What follows belongs to an exercise in optimizing a design on an open flow for small area; a production flow would make more cautious choices. The RTL was checked by simulation tests, not by an equivalence proof against the original design. Power is estimated from default activity; no workload was simulated.

==> flow/design.v (outline; a module is shown in full before it is edited, if it fits) <==
// module mario: 3403 lines
module mario(clk, reset, key_valid, key_code, key_is_down, coin_display, sprite_addr, sprite1_data, sprite2_data, hsync, vsync, rgb, seg, an);
  // ...
==> flow/flow/run.sh <==
#!/bin/bash
# Own layout flow: the standard flow (standard.sh) with three changes.
#  1. After the standard synthesis, the logic between the registers is mapped
#     again by ABC for area (remap.tcl); registers, their names and cell types
#     are kept as the standard synthesis made them.
#  2. The port buffers that global placement inserts use the smallest buffer.
#  3. CTS builds the clock tree from clkbuf_8 cells and inserts no dummy loads.
# Each tool writes its full output to a log here (synth.log, remap.log,
# layout.log) besides ORFS's own logs under orfs/logs/.
set -euo pipefail
export BUFFER_PORTS_ARGS="-buffer_cell sky130_fd_sc_hd__buf_1"
export CTS_ARGS="-sink_clustering_enable -repair_clock_nets -dont_use_dummy_load -buf_list {sky130_fd_sc_hd__clkbuf_4 sky130_fd_sc_hd__clkbuf_8}"
RES=orfs/results/${FLOW_PLATFORM}/mario/base
bash standard.sh synth > synth.log 2>&1
cp $RES/1_2_yosys.v std_1_2_yosys.v
"$FLOW_HOME/../tools/install/yosys/bin/yosys" -c flow/remap.tcl > remap.log 2>&1
cp remapped.v $RES/1_2_yosys.v
bash standard.sh > layout.log 2>&1
==> flow/flow/dont_use.txt <==
sky130_fd_sc_hd__probe_p_8
sky130_fd_sc_hd__probec_p_8
sky130_fd_sc_hd__lpflow_bleeder_1
sky130_fd_sc_hd__lpflow_clkbufkapwr_1
sky130_fd_sc_hd__lpflow_clkbufkapwr_16
sky130_fd_sc_hd__lpflow_clkbufkapwr_2
sky130_fd_sc_hd__lpflow_clkbufkapwr_4
sky130_fd_sc_hd__lpflow_clkbufkapwr_8
sky130_fd_sc_hd__lpflow_clkinvkapwr_1
sky130_fd_sc_hd__lpflow_clkinvkapwr_16
sky130_fd_sc_hd__lpflow_clkinvkapwr_2
sky130_fd_sc_hd__lpflow_clkinvkapwr_4
sky130_fd_sc_hd__lpflow_clkinvkapwr_8
sky130_fd_sc_hd__lpflow_decapkapwr_12
sky130_fd_sc_hd__lpflow_decapkapwr_3
sky130_fd_sc_hd__lpflow_decapkapwr_4
sky130_fd_sc_hd__lpflow_decapkapwr_6
sky130_fd_sc_hd__lpflow_decapkapwr_8
sky130_fd_sc_hd__lpflow_inputiso0n_1
sky130_fd_sc_hd__lpflow_inputiso0p_1
sky130_fd_sc_hd__lpflow_inputiso1n_1
sky130_fd_sc_hd__lpflow_inputiso1p_1
sky130_fd_sc_hd__lpflow_inputisolatch_1
sky130_fd_sc_hd__lpflow_isobufsrc_1
sky130_fd_sc_hd__lpflow_isobufsrc_16
sky130_fd_sc_hd__lpflow_isobufsrc_2
sky130_fd_sc_hd__lpflow_isobufsrc_4
sky130_fd_sc_hd__lpflow_isobufsrc_8
sky130_fd_sc_hd__lpflow_isobufsrckapwr_16
sky130_fd_sc_hd__lpflow_lsbuf_lh_hl_isowell_tap_1
sky130_fd_sc_hd__lpflow_lsbuf_lh_hl_isowell_tap_2
sky130_fd_sc_hd__lpflow_lsbuf_lh_hl_isowell_tap_4
sky130_fd_sc_hd__lpflow_lsbuf_lh_isowell_4
sky130_fd_sc_hd__lpflow_lsbuf_lh_isowell_tap_1
sky130_fd_sc_hd__lpflow_lsbuf_lh_isowell_tap_2
sky130_fd_sc_hd__lpflow_lsbuf_lh_isowell_tap_4
sky130_fd_sc_hd__fill_1
sky130_fd_sc_hd__fill_2
sky130_fd_sc_hd__fill_4
sky130_fd_sc_hd__fill_8
==> flow/flow/remap.tcl <==
# Re-map the logic between the registers of the standard synthesis netlist
# (std_1_2_yosys.v) for area; writes remapped.v. Registers and tie cells are
# kept as they are (same instances, names and cell types).
yosys -import
set lib $::env(FLOW_HOME)/platforms/sky130hd/lib/sky130_fd_sc_hd__tt_025C_1v80.lib
# the platform's don't-use cells (platforms/sky130hd/config.mk DONT_USE_CELLS)
set dont_use {}
set f [open flow/dont_use.txt r]
foreach c [split [string trim [read $f]] "\n"] { lappend dont_use -dont_use $c }
close $f
read_liberty -ignore_miss_func $lib
# kept cells: black boxes with their port directions
delete sky130_fd_sc_hd__dfxtp_1 sky130_fd_sc_hd__conb_1
read_verilog -lib flow/seq_stub.v
read_verilog std_1_2_yosys.v
hierarchy -top $::env(FLOW_TOP)
flatten
opt_clean
# no register may have been turned into logic (only the stubbed cell is kept)
select -assert-none {t:$dff} {t:$_DFF_*} {t:$_SDFF_*} {t:$_DFFE_*} {t:$adff} {t:$dlatch} {t:$_DLATCH_*}
tee -o remap_stat_before.txt stat
abc -liberty $lib {*}$dont_use -script {+strash;dch,-f;amap;strash;dch,-f;amap;strash;dch,-f;amap}
# names of the flattened library cells' pins (_123_.A) are internal
yosys rename -hide w:_*_.*
opt_clean -purge
hilomap -singleton -hicell sky130_fd_sc_hd__conb_1 HI -locell sky130_fd_sc_hd__conb_1 LO
splitnets
opt_clean -purge
insbuf -buf sky130_fd_sc_hd__buf_1 A X
tee -o remap_stat.txt stat -liberty $lib
write_verilog -noattr -nohex -nodec remapped.v
# the written netlist, read back against the cell library, must be sound
design -reset
read_liberty -lib $lib
read_verilog remapped.v
hierarchy -check -top $::env(FLOW_TOP)
check -assert
==> flow/flow/seq_stub.v <==
// Port directions of the cells remap.tcl keeps as they are.
module sky130_fd_sc_hd__dfxtp_1(input CLK, input D, output Q); endmodule
module sky130_fd_sc_hd__conb_1(output HI, output LO); endmodule
==> flow/standard.sh <==
#!/bin/bash
# synth_recipe.tcl (not shown) runs the flow's synth.tcl, then flattens the netlist and writes it again
# the make line also repeats each setting of config.mk as NAME=value (left out here)
make -C /OpenROAD-flow-scripts/flow DESIGN_CONFIG=/design/flow/config.mk WORK_HOME=/design/flow/orfs CLKGATE_MAP_FILE= SYNTH_SCRIPT=/design/flow/synth_recipe.tcl "${@:-finish}"
==> flow/config.mk <==
export PLATFORM = sky130hd
export DESIGN_NAME = mario
export DESIGN_NICKNAME = mario
export VERILOG_FILES = /design/flow/design.v
export SDC_FILE = /design/flow/constraint.sdc
export NUM_CORES = 4
export LEC_CHECK = 0
export ABC_AREA = 1
export CAP_MARGIN = 0
export CORE_MARGIN = 2
export CORE_UTILIZATION = 55
export SLEW_MARGIN = 0
export SYNTH_MEMORY_MAX_BITS = 16384
==> flow/constraint.sdc <==
create_clock -name core_clock -period 30.0 [get_ports {clk}]
set_input_delay 6.0000 -clock core_clock [delete_from_list [all_inputs] [get_ports {clk}]]
set_output_delay 6.0000 -clock core_clock [all_outputs]
set_load 0.01 [all_outputs]
==> summary.txt, run 1 <==
status=complete, no violations; area grow syn2layout=10.1%; Synth Net Count=1,313; Seq power=between 0.15 and 0.2 mW; slowest stage delay, CP=0.51 ns; Top power group=registers; # resized after CTS=0; Reg power frac=0.592; Sink Count=130; Initial Util=0.566; setup_tns=0 ns; initial antenna violation count=0; Residual DRC=0; final worst slack=20.99 ns; Final period util=0.300; Setup violations, final=0; Register Area=~0.0026 sq mm; Hold WC Path Type=flop to flop; most flop-heavy register=dcnt; HPWL after detailed placement=22,300 um; Worst R2R Setup Slack=22.26 ns; CP delay by family, top=compound AO/OA/AOI/OAI gates; Cell Area, Placed=0.00886 sq mm; DIE WIDTH=around 130 um; highest routed layer=met4; fin area=0.00909 sq mm; power per cell area=about 33 mW/mm^2; Met2 Routed Length=13,600 um; max FFs per register=17; Seq area share=0.286; ClkCell Share=0.0257; Critical R2R Launch=vga_unit.vy[7]$_SDFFE_PP0N_; most frequent cells in the layout=nor2_1, clkinv_1, dfxtp_1; fillcell total=1,237
==> run 2, diff against run 1 <==
--- a/flow/flow/run.sh
+++ b/flow/flow/run.sh
@@ -10,5 +10,5 @@
 set -euo pipefail
 export BUFFER_PORTS_ARGS="-buffer_cell sky130_fd_sc_hd__buf_1"
-export CTS_ARGS="-sink_clustering_enable -repair_clock_nets -dont_use_dummy_load -buf_list {sky130_fd_sc_hd__clkbuf_4 sky130_fd_sc_hd__clkbuf_8}"
+export CTS_ARGS="-sink_clustering_enable -repair_clock_nets -dont_use_dummy_load -buf_list sky130_fd_sc_hd__clkbuf_8"
 RES=orfs/results/${FLOW_PLATFORM}/mario/base
 bash standard.sh synth > synth.log 2>&1
==> run 2 against run 1 <==
Routed wire length is the same. Clock skew is the same. Core utilization is the same. Power is the same. Critical path type unchanged. Critical endpoint unchanged. Largest cell class unchanged. Highest routed layer unchanged.
==> summary.txt, run 2 <==
HP Start=dcnt[5]$_SDFF_PP0_; CP required=24.00 ns; first-pass GRT wire length=47,600 um; Sink Count=130 (unchanged); Final period util=0.300 (unchanged); Register Area=0.00260 sq mm (unchanged); first drt pass iteration count=8; CTS tree=yes; Max Root-Sink Buffers=2; Routed WL=about 30,000 um; fillcell total=1,237 (unchanged); top flop regs=dcnt: 17 flops, rgb: 12 flops, vga_unit.hc: 12 flops; Std-Cell Core Area=0.0146 sq mm; Residual DRC=0 (unchanged); Multi-input gate area=around 0.005 sq mm; status=complete, no violations; fin nets=1,417; max-cap violations=0; largest net degree at the start of global routing=47; clock slew at reported path FFs=0.08 ns; HPWL after detailed placement=22,300 um (unchanged); CP Class=flop to output pin; CP Launch Type=flop; Synth Net Count=1,313 (unchanged); r2r worst-path depth=36; cell count after synthesis=1,275; vias in the first global route=9,613; routability congestion estimate=1.04; Hold EP=dcnt[6]$_SDFF_PP0_; power per cell area=32.8 mW/mm^2 (unchanged); worst hold stages=2; area grow syn2layout=10.1% (unchanged); share of cells above drive strength 1=0.0225; Pint=~0.23 mW; Tot GR Track Use=0.367; CTS hold repair buffers=0; Peak Freq=0.111 GHz; Worst R2R Setup Slack=22.26 ns (about the same); Worst R2R End=bitmap_unit.sbm1_reg[4]$_SDFF_PP1_; Hold WC Path Type=flop to flop; commonest non-fill, non-tap cell in the layout=nor2_1; max-slew violation count=0; DR WL/cell=19.3 um; fin area=0.00909 sq mm (unchanged); # H-tree levels=4; Avg Cell Area, Syn=about 6.5 sq um; Cell Area, Placed=0.00886 sq mm (unchanged); Sw Ratio=0.228; gr ovfl total=0; Final Hold Violating Endpoints=0; worst-path fanout max=10; num ports=77; total power=0.298 mW; row count=44; Critical R2R Launch=vga_unit.vy[7]$_SDFFE_PP0N_; ANT cells=0; Post-Synthesis Cell Area=0.00826 sq mm; # resized after CTS=0 (unchanged); minimum clock period=~9 ns; most flop-heavy register=dcnt; Vias/cell=~6.6; setup bufs post-CTS=0; Vias=10,300; Setup violations, final=0 (unchanged); switching power=0.0679 mW; Worst-Skew Late Latency=about 0.44 ns; DIE WIDTH=127 um (unchanged); IO Port Bufs=between 70 and 80; die height=127 um; Num CTS Buffers=17; Combinational Power Share=0.054; setup_tns=0 ns (unchanged); unrepaired setup endpoints after global routing=false; initial antenna violation count=0 (unchanged); Clk pwr share=0.355; clk_skew=0.0375 ns; VDD IR max=0.0344 mV; Initial Util=0.566 (unchanged); root buffer cell=clkbuf_8; max FFs per register=17 (unchanged); Ys Warns=1; CP Capture Type=output pin; Initial DRC Count=1,498; Reg power frac=0.592 (about the same); Leak Pwr=3.04 nW; Die Area=0.0160 sq mm; worst-margin pin slew=about 1.2 ns; most frequent cells in the layout=nor2_1, clkinv_1, dfxtp_1; Worst slew margin=0.197; Antenna Nets Post-Route=0; Worst EP arrival=3.01 ns
run 2: cell counts in the layout (fill, tap and decap cells not counted):
Identical to the previous run, type by type.
run 2: worst max path at each step:
stage                                 from                                     to  slack (ns)
6_report       vga_unit.vy[7]$_SDFFE_PP0N_                         sprite_addr[4]       20.99
5_1_grt        vga_unit.vy[7]$_SDFFE_PP0N_                         sprite_addr[4]       20.74
4_1_cts        vga_unit.vy[7]$_SDFFE_PP0N_                         sprite_addr[4]       21.03
3_5_place_dp                         reset  bitmap_unit.vga_counter[0]$_SDFF_PP1_       21.13
3_3_place_gp                         reset  bitmap_unit.vga_counter[0]$_SDFF_PP1_       21.29
2_1_floorplan                  key_code[7]  bitmap_unit.nbr_rom.c[4]$_SDFFE_PP0P_       21.93
run 2: metrics by stage:
step | utilization | cells | hold WS [ns] | worst slack, ns
after floorplan | - | 1275 | 0.397 | 21.93
after global placement | 0.607 | 1544 | 0.402 | 21.29
after detailed placement | 0.607 | 1544 | 0.413 | 21.13
after CTS | 0.623 | 1561 | 0.404 | 21.03
after global routing | 0.623 | 1561 | 0.420 | 20.74
final | 0.623 | 1561 | 0.404 | 20.99
run 2: area by class of cell:
type / instances / share of cell area
clock buffers: 17 / 0.0257
inverters: 171 / 0.0706
multi-input cells: 970 / 0.550
flip-flops and latches: 130 / 0.286
well taps: 184 / 0.0253
repair buffers: 89 / 0.0423
run 2: per-layer routing:
layer	vias to the layer above	GRT usage	wire, um
met4	0	0.226	1950
met5	-	0	0
met1	4543	0.441	11200
met2	784	0.600	13600
met3	197	0.0784	3350
li1	4734	-	-
run 2: worst max-delay path, stage by stage (launching register included):
cell and delay (ns):
dfxtp_1 0.51, clkinv_1 0.29, nor2_1 0.24, nand3_1 0.16
o21ai_0 0.40, a21oi_1 0.13, o31ai_1 0.17, a41o_1 0.40
nor2_1 0.15, buf_1 0.16
run 2: power by group through the flow:
| stage | Clock, mW | Combinational, mW | Sequential (mW) |
|---|---|---|---|
| global route | 0.113 | 0.0179 | 0.177 |
| detailed placement | 0 | 0.0157 | 0.180 |
| CTS | 0.106 | 0.0159 | 0.177 |
| finish | 0.106 | 0.0160 | 0.177 |
| floorplan | 0 | 0.00870 | 0.181 |
| global placement | 0 | 0.0150 | 0.180 |

re-timing with driven ports:
Ports are ideal in the flow. The routed layouts listed here were re-timed in OpenROAD. Step 1: set_driving_cell puts a clkbuf_16 on clk and a buf_2 on each other input, an assumption about the parent block. Step 2 adds t to the input delays and takes it off the output delays; t is the mean of the earliest and latest rising clock arrival at the registers after step 1. Input paths then give back, and output paths get back, about the clock's delay inside the block. a / b / c = ideal ports / drivers / drivers and shift; a / b = the first two.
run	t (ns)	setup slack, ns	worst setup path after step 2	worst data-port slew with drivers (ns)
run 1	0.461	20.986 / 20.951 / 21.013	input to register	0.03
run 2	0.461	20.986 / 20.951 / 21.013	input to register	0.03
After both steps setup and hold are still met in every run listed.
